This is an optimization exercise on Yosys and OpenROAD, whose aim is small area, a short achievable clock period and few clock cycles per item, not a production implementation. Only simulation tests tie the RTL to the original design; equivalence was not proved.

// geofence
module geofence (clk, reset, X, Y, R, valid, is_inside);
input clk;
input reset;
input [9:0] X;
input [9:0] Y;
input [10:0] R;
output reg valid;
output reg is_inside;
reg [5:0] n;                        
wire [5:0] n_n = (n == 6'd37) ? 6'd0 : n + 6'd1;
reg [2:0] g;                        
wire [2:0] g_n = (n == 6'd37 || g == 3'd5) ? 3'd0 : g + 3'd1;
reg inph;
reg [30:0] ring [0:5];              
reg [9:0] X0, Y0;
integer k;
always @(posedge clk) begin
    for (k = 0; k < 5; k = k + 1) ring[k] <= ring[k+1];
    ring[5] <= inph ? {X, Y, R} : ring[0];
    if (n == 6'd0) begin X0 <= X; Y0 <= Y; end
end
function [2:0] posof;               
    input [2:0] j;
    input [2:0] gg;
    reg [3:0] d;
    begin
        d = {1'b0, j} + 4'd6 - {1'b0, gg};
        posof = (d >= 4'd6) ? d[2:0] - 3'd6 : d[2:0];
    end
endfunction
reg [2:0] rk1, rk2, rk3, rk4, rk5;
wire [2:0] rf1, rf2, rf3, rf4, rf5;    
function [2:0] lsel;                
    input [2:0] r;
    begin
        lsel = (rf1 == r) ? 3'd1 : (rf2 == r) ? 3'd2 : (rf3 == r) ? 3'd3 :
               (rf4 == r) ? 3'd4 : 3'd5;
    end
endfunction
reg [5:0] selA, selB;               
reg       amb;                      
wire      bef;
wire       sw = amb & ~bef;
wire [5:0] selBe = {selB[5:4], selB[3] | sw, selB[2] & ~sw, selB[1:0]};
reg [30:0] pA, pB;
integer kk;
always @(*) begin
    pA = 31'd0; pB = 31'd0;
    for (kk = 0; kk < 6; kk = kk + 1) begin
        pA = pA | (ring[kk] & {31{selA[kk]}});
        pB = pB | (ring[kk] & {31{selBe[kk]}});
    end
end
wire [9:0]  ax = pA[30:21], ay = pA[20:11];
  ...
Settings: LEC_CHECK=0, ABC_AREA=1, CAP_MARGIN=20, CORE_MARGIN=2, CORE_UTILIZATION=40, CTS_CLUSTER_DIAMETER=100, CTS_CLUSTER_SIZE=20, SLEW_MARGIN=20; clock period 25.0 ns.
standard.sh (not shown) runs the stock make flow with config.mk's settings and CLKGATE_MAP_FILE= SYNTH_SCRIPT=/design/flow/synth_recipe.tcl, a recipe that flattens the netlist after the stock synthesis.
==> flow/flow/run.sh <==
#!/bin/bash
# Standard ORFS layout at the design's clock and constraints, with two changes:
# the ports are buffered with a plain buf_2 (instead of the delay buffer
# buffer_ports picks by default), and repair_timing is asked for 19 ns of
# setup margin so that it also works on paths that already meet the clock.
set -euo pipefail
export BUFFER_PORTS_ARGS="-buffer_cell sky130_fd_sc_hd__buf_2"
export SETUP_SLACK_MARGIN=19
bash standard.sh > standard.log 2>&1
Testbench counts at the start, summed over its fixed seeds: cycles 60,800, items 1,600.
==> next run, changes <==
--- a/flow/design.v
+++ b/flow/design.v
@@ -215,20 +215,32 @@
 bk11 u_rby (.a({1'b0, by}), .b(~{1'b0, Y0}), .cin(1'b1), .s(rby), .co());
 bk11 u_ray (.a({1'b0, ay}), .b(~{1'b0, Y0}), .cin(1'b1), .s(ray), .co());
 bk11 u_rbx (.a({1'b0, bx}), .b(~{1'b0, X0}), .cin(1'b1), .s(rbx), .co());
 bk12 u_shx (.a({2'b00, ax}), .b({2'b00, bx}), .cin(1'b0), .s(shx), .co());
 bk11 u_shy (.a({1'b0, by}), .b(~{1'b0, ay}), .cin(1'b1), .s(shy), .co());
 bk22 u_A (.a(A), .b(m2r), .cin(1'b0), .s(Asum), .co());
 bk22 u_ge (.a({1'b0, A[21:1]}), .b(~m1), .cin(1'b1), .s(), .co(ge));
 always @(posedge clk) begin
-    oa1 <= sload ? rax : aph ? dx : uvl ? {1'b0, qout} : {1'b0, Sn};
-    ob1 <= sload ? rby : aph ? dx : uvl ? {1'b0, s3[9:0]} : e1n;
-    oa2 <= sload ? {ray[10], ray} : aph ? {dy[10], dy} : eph ? {e2n[10], e2n} : shx;
-    ob2 <= sload ? rbx : aph ? dy : eph ? e3n : shy;
+    if (sload) begin
+        oa1 <= rax; ob1 <= rby; oa2 <= {ray[10], ray}; ob2 <= rbx;
+    end
+    if (aph) begin
+        oa1 <= dx; ob1 <= dx; oa2 <= {dy[10], dy}; ob2 <= dy;
+    end
+    if (sph) begin
+        oa1 <= {1'b0, Sn}; ob1 <= e1n;
+        oa2 <= shx; ob2 <= shy;
+    end
+    if (eph) begin
+        oa2 <= {e2n[10], e2n}; ob2 <= e3n;
+    end
+    if (uvl) begin
+        oa1 <= {1'b0, qout}; ob1 <= {1'b0, s3[9:0]};
+    end
     m1r <= m1[21:0];
     if (rld) begin ri <= ar; rj <= br; end
     m2r <= m2[21:0];
     if (aqsh) begin aq0 <= qout; aq1 <= aq0; aq2 <= aq1; aq3 <= aq2; end
     if (n <= 6'd13) begin A <= 22'd0; T <= 22'd0; end
     else begin
         if (aacc) A <= Asum;
         if (tsel) T <= m1;
Outcome: The changed run produced a clean layout; non-clock buffer count rises by 29; clock skew drops by 9.3 ps; setup slack gains 10 ps; count of clock-buffer cells in the layout rose by 2; register-to-register slack degrades by 120 ps; wire length came out higher by a few percent; utilization is about the same; final area grows slightly; global-route usage came out higher by 0.28 points.
Testbench counts after the change, summed over its fixed seeds: cycles 60,800, items 1,600.

geofence, a different RTL version from the one above (not shown whole).
Size in the first run: roughly 3900 cells after synthesis, ~480 flip-flops.
## geofence
module geofence (clk, reset, X, Y, R, valid, is_inside);
input clk;
input reset;
input [9:0] X;
input [9:0] Y;
input [10:0] R;
output reg valid;
output reg is_inside;
reg [5:0] n;                        
wire [5:0] n_n = (n == 6'd37) ? 6'd0 : n + 6'd1;
reg [2:0] g;                        
wire [2:0] g_n = (n == 6'd37 || g == 3'd5) ? 3'd0 : g + 3'd1;
reg inph;
reg [30:0] ring [0:5];              
reg [9:0] X0, Y0;
integer k;
always @(posedge clk) begin
    for (k = 0; k < 5; k = k + 1) ring[k] <= ring[k+1];
    ring[5] <= inph ? {X, Y, R} : ring[0];
    if (n == 6'd0) begin X0 <= X; Y0 <= Y; end
end
function [2:0] posof;               
    input [2:0] j;
    input [2:0] gg;
    reg [3:0] d;
    begin
        d = {1'b0, j} + 4'd6 - {1'b0, gg};
        posof = (d >= 4'd6) ? d[2:0] - 3'd6 : d[2:0];
    end
endfunction
reg [2:0] rk1, rk2, rk3, rk4, rk5;
wire [2:0] rf1, rf2, rf3, rf4, rf5;    
function [2:0] lsel;                
    input [2:0] r;
    begin
        lsel = (rf1 == r) ? 3'd1 : (rf2 == r) ? 3'd2 : (rf3 == r) ? 3'd3 :
               (rf4 == r) ? 3'd4 : 3'd5;
    end
endfunction
reg [5:0] selA, selB;               
reg       amb;                      
wire      bef;
wire       sw = amb & ~bef;
wire [5:0] selBe = {selB[5:4], selB[3] | sw, selB[2] & ~sw, selB[1:0]};
reg [30:0] pA, pB;
integer kk;
always @(*) begin
    pA = 31'd0; pB = 31'd0;
    for (kk = 0; kk < 6; kk = kk + 1) begin
        pA = pA | (ring[kk] & {31{selA[kk]}});
        pB = pB | (ring[kk] & {31{selBe[kk]}});
    end
end
wire [9:0]  ax = pA[30:21], ay = pA[20:11];
wire [9:0]  bx = pB[30:21], by = pB[20:11];
wire [10:0] br = pB[10:0];
reg tadd, afst, sload, smul, scmp, aph, sph, eph, uvl, aqsh, aacc, tsel, fin, radsum, radodd;
reg [2:0] asel;                     
function [5:0] pairof;
    input [5:0] nn;
    case (nn)
        6'd3:  pairof = {3'd1, 3'd2};
        6'd4:  pairof = {3'd1, 3'd3};
  ...
==> flow/config.mk <==
export PLATFORM = sky130hd
export DESIGN_NAME = geofence
export DESIGN_NICKNAME = geofence
export VERILOG_FILES = /design/flow/design.v
export SDC_FILE = /design/flow/constraint.sdc
export NUM_CORES = 4
export LEC_CHECK = 0
export ABC_AREA = 1
export CAP_MARGIN = 20
export CORE_MARGIN = 2
export CORE_UTILIZATION = 55
export CTS_CLUSTER_DIAMETER = 100
export CTS_CLUSTER_SIZE = 20
export SLEW_MARGIN = 20
==> flow/constraint.sdc <==
create_clock -name core_clock -period 25.0 [get_ports {clk}]
set_input_delay 5.0000 -clock core_clock [delete_from_list [all_inputs] [get_ports {clk}]]
set_output_delay 5.0000 -clock core_clock [all_outputs]
set_load 0.01 [all_outputs]
==> flow/flow/run.sh <==
#!/bin/bash
# Standard ORFS layout at the design's clock and constraints, with two changes:
# the ports are buffered with a plain buf_2 (instead of the delay buffer
# buffer_ports picks by default), and repair_timing is asked for 18.9 ns of
# setup margin so that it also works on paths that already meet the clock.
set -euo pipefail
export BUFFER_PORTS_ARGS="-buffer_cell sky130_fd_sc_hd__buf_2"
export SETUP_SLACK_MARGIN=18.9
bash standard.sh > standard.log 2>&1
The first run ran to the end with no violations.
Testbench counts at the start, summed over its fixed seeds: cycles 60,800, items 1,600.
Edit:
--- a/flow/design.v
+++ b/flow/design.v
@@ -42,24 +42,24 @@
 wire      bef;
 wire       sw = amb & ~bef;
 wire [5:0] selBe = {selB[5:4], selB[3] | sw, selB[2] & ~sw, selB[1:0]};
 reg [30:0] pA, pB;
 integer kk;
 always @(*) begin
     pA = 31'd0; pB = 31'd0;
     for (kk = 0; kk < 6; kk = kk + 1) begin
-        pA = pA | (ring[kk] & {31{selA[kk]}});
+        pA = pA | (ring[kk] & {{20{selA[kk]}}, 11'd0});    
         pB = pB | (ring[kk] & {31{selBe[kk]}});
     end
 end
 wire [9:0]  ax = pA[30:21], ay = pA[20:11];
 wire [9:0]  bx = pB[30:21], by = pB[20:11];
 wire [10:0] br = pB[10:0];
-reg tadd, afst, sload, smul, scmp, aph, sph, eph, uvl, aqsh, aacc, tsel, fin, radsum, radodd;
+reg tadd, afst, rld, sload, smul, scmp, aph, sph, eph, uvl, aqsh, aacc, tsel, fin, radsum, radodd;
 reg [2:0] asel;                     
 function [5:0] pairof;
     input [5:0] nn;
     case (nn)
         6'd3:  pairof = {3'd1, 3'd2};
         6'd4:  pairof = {3'd1, 3'd3};
         6'd5:  pairof = {3'd2, 3'd3};
         6'd6:  pairof = {3'd1, 3'd4};
@@ -81,17 +81,17 @@
         3'd5: qsel = lsel(3'd4);
         default: qsel = 3'd0;
     endcase
 endfunction
 wire [5:0] cn = n_n - 6'd14;        
 reg  [2:0] kA_n;                    
 reg  [2:0] jA_n, jB_n;
 always @(*) begin
-    kA_n = (cn <= 6'd5) ? cn[2:0] : cn[3:1] - 3'd3;
+    kA_n = (cn <= 6'd5) ? cn[2:0] : cn[0] ? cn[3:1] - 3'd2 : cn[3:1] - 3'd3;
     if (n_n >= 6'd3 && n_n <= 6'd12) begin
         {jA_n, jB_n} = pairof(n_n);
     end else begin
         jA_n = qsel(kA_n);
         jB_n = qsel(kA_n + 3'd1);
     end
 end
 wire cph_n = (n_n >= 6'd14);
@@ -104,16 +104,17 @@
         valid <= fin;
     end
 end
 always @(posedge clk) begin
     selA   <= 6'd1 << posof(jA_n, g_n);
     selB   <= 6'd1 << posof(jB_n, g_n);
     amb    <= (n_n == 6'd14) && (rf4 == 3'd0) && (rf5 == 3'd0);
     sload  <= (n_n >= 6'd3) && (n_n <= 6'd12);
+    rld    <= cph_n && ((cn == 6'd0) || ((cn >= 6'd7) && (cn <= 6'd15) && cn[0]));
     smul   <= (n_n >= 6'd4) && (n_n <= 6'd13);
     scmp   <= smul;
     aph    <= cph_n && (cn <= 6'd5);
     sph    <= cph_n && (cn >= 6'd6) && (cn <= 6'd16) && !cn[0];
     eph    <= cph_n && (cn >= 6'd7) && (cn <= 6'd17) && cn[0];
     uvl    <= cph_n && (cn >= 6'd11) && (cn <= 6'd21) && cn[0];
     aqsh   <= cph_n && (cn >= 6'd5) && (cn <= 6'd10);
     aacc   <= cph_n && (cn >= 6'd8) && (cn <= 6'd18) && !cn[0];
@@ -191,17 +192,17 @@
 end
 always @(posedge clk) begin
     q1r <= s1[15:10]; q1q <= s1[3:0]; q1rad <= rad[11:0];
     q2r <= s2[18:10]; q2q <= s2[6:0]; q2rad <= q1rad[5:0];
     qout <= s3[9:0];
 end
 reg [9:0]  aq0, aq1, aq2;           
 wire [9:0]  acur = asel[0] ? aq0 : asel[1] ? aq1 : aq2;
-wire [10:0] ri = pA[10:0], rj = pB[10:0];    
+reg  [10:0] ri, rj;                 
 wire [10:0] cs_s = {1'b0, acur} ^ ri ^ rj;
 wire [10:0] cs_c = ({1'b0, acur} & ri) | ({1'b0, acur} & rj) | (ri & rj);
 wire [10:0] ssum, e12, e3n, x1, y1, y2;
 wire [10:0] x2;
 wire        ge;
 bk11 u_ss (.a(cs_s), .b({cs_c[9:0], 1'b0}), .cin(1'b0), .s(ssum), .co());
 wire [9:0]  Sn = ssum[10:1];
 bk11 u_e12 (.a({1'b0, eph ? oa1[9:0] : Sn}), .b(~(eph ? ri : {1'b0, acur})), .cin(1'b1), .s(e12), .co());
@@ -212,16 +213,17 @@
 bk11 u_x2 (.a({1'b0, bx}), .b(sload ? ~{1'b0, X0} : {1'b0, ax}), .cin(sload), .s(x2), .co());
 bk22 u_ge (.a({1'b0, A[21:1]}), .b(~m1), .cin(1'b1), .s(), .co(ge));
 always @(posedge clk) begin
     oa1 <= (sload | aph) ? x1 : uvl ? {1'b0, qout} : {1'b0, Sn};
     ob1 <= sload ? y2 : aph ? x1 : uvl ? {1'b0, s3[9:0]} : e12;
     oa2 <= (sload | aph) ? y1 : eph ? e12 : {~x2[10], x2[9:0]};
     ob2 <= sload ? x2 : aph ? y1 : eph ? e3n : y2;
     m1r <= m1[21:0];
+    if (rld) begin ri <= (n == 6'd14) ? ring[4][10:0] : rj; rj <= br; end
     m2r <= m2[21:0];
     if (aqsh) begin aq0 <= qout; aq1 <= aq0; aq2 <= aq1; end
     if (aacc) A <= Asum;
     if (tsel) T <= m1;
     is_inside <= ge;                 
 end
 endmodule
 module mul_s11x11a (a, b, c, p);
Result: The changed run passed the timing, design-rule and antenna checks; routed wire length went down by 1.3%; global-route usage goes down by 1.0 points; critical path depth is unchanged; synthesized area is higher by 1.8%; sequential share of layout area grows by 2.0 points; worst setup slack got worse by 21 ps; utilization drops by 1.7 points.
Testbench counts after the change, summed over its fixed seeds: cycles 60,800, items 1,600.

[afterwards: timing with drivers on the ports]
The results above use ideal ports. As a check the final layouts listed here were re-extracted and re-timed, cells and wires unchanged. Step 1 (the two cells are an assumption about what drives the block):
set clk [get_ports {clk}]
set_driving_cell -lib_cell sky130_fd_sc_hd__clkbuf_16 $clk
set_driving_cell -lib_cell sky130_fd_sc_hd__buf_2 [delete_from_list [all_inputs] $clk]
Step 2 moves the port delays by t, midway between the first and last clock arrival at a register: inputs arrive t later, outputs are due t later. That takes back most of the time a late clock gives input paths. Slacks: ideal / step 1 / step 2; pairs: ideal / step 1.
run	t, ns	setup slack, ns	worst slew at a driven data input, ns
the first run of note 1	0.635	18.914 / 18.849 / 19.319	0.04
the second run of note 1	0.651	18.925 / 18.858 / 19.197	0.06
the first run of note 2	0.663	18.899 / 18.837 / 19.086	0.07
the second run of note 2	0.678	18.878 / 18.816 / 19.153	0.03
After both steps setup and hold are still met in every run listed.
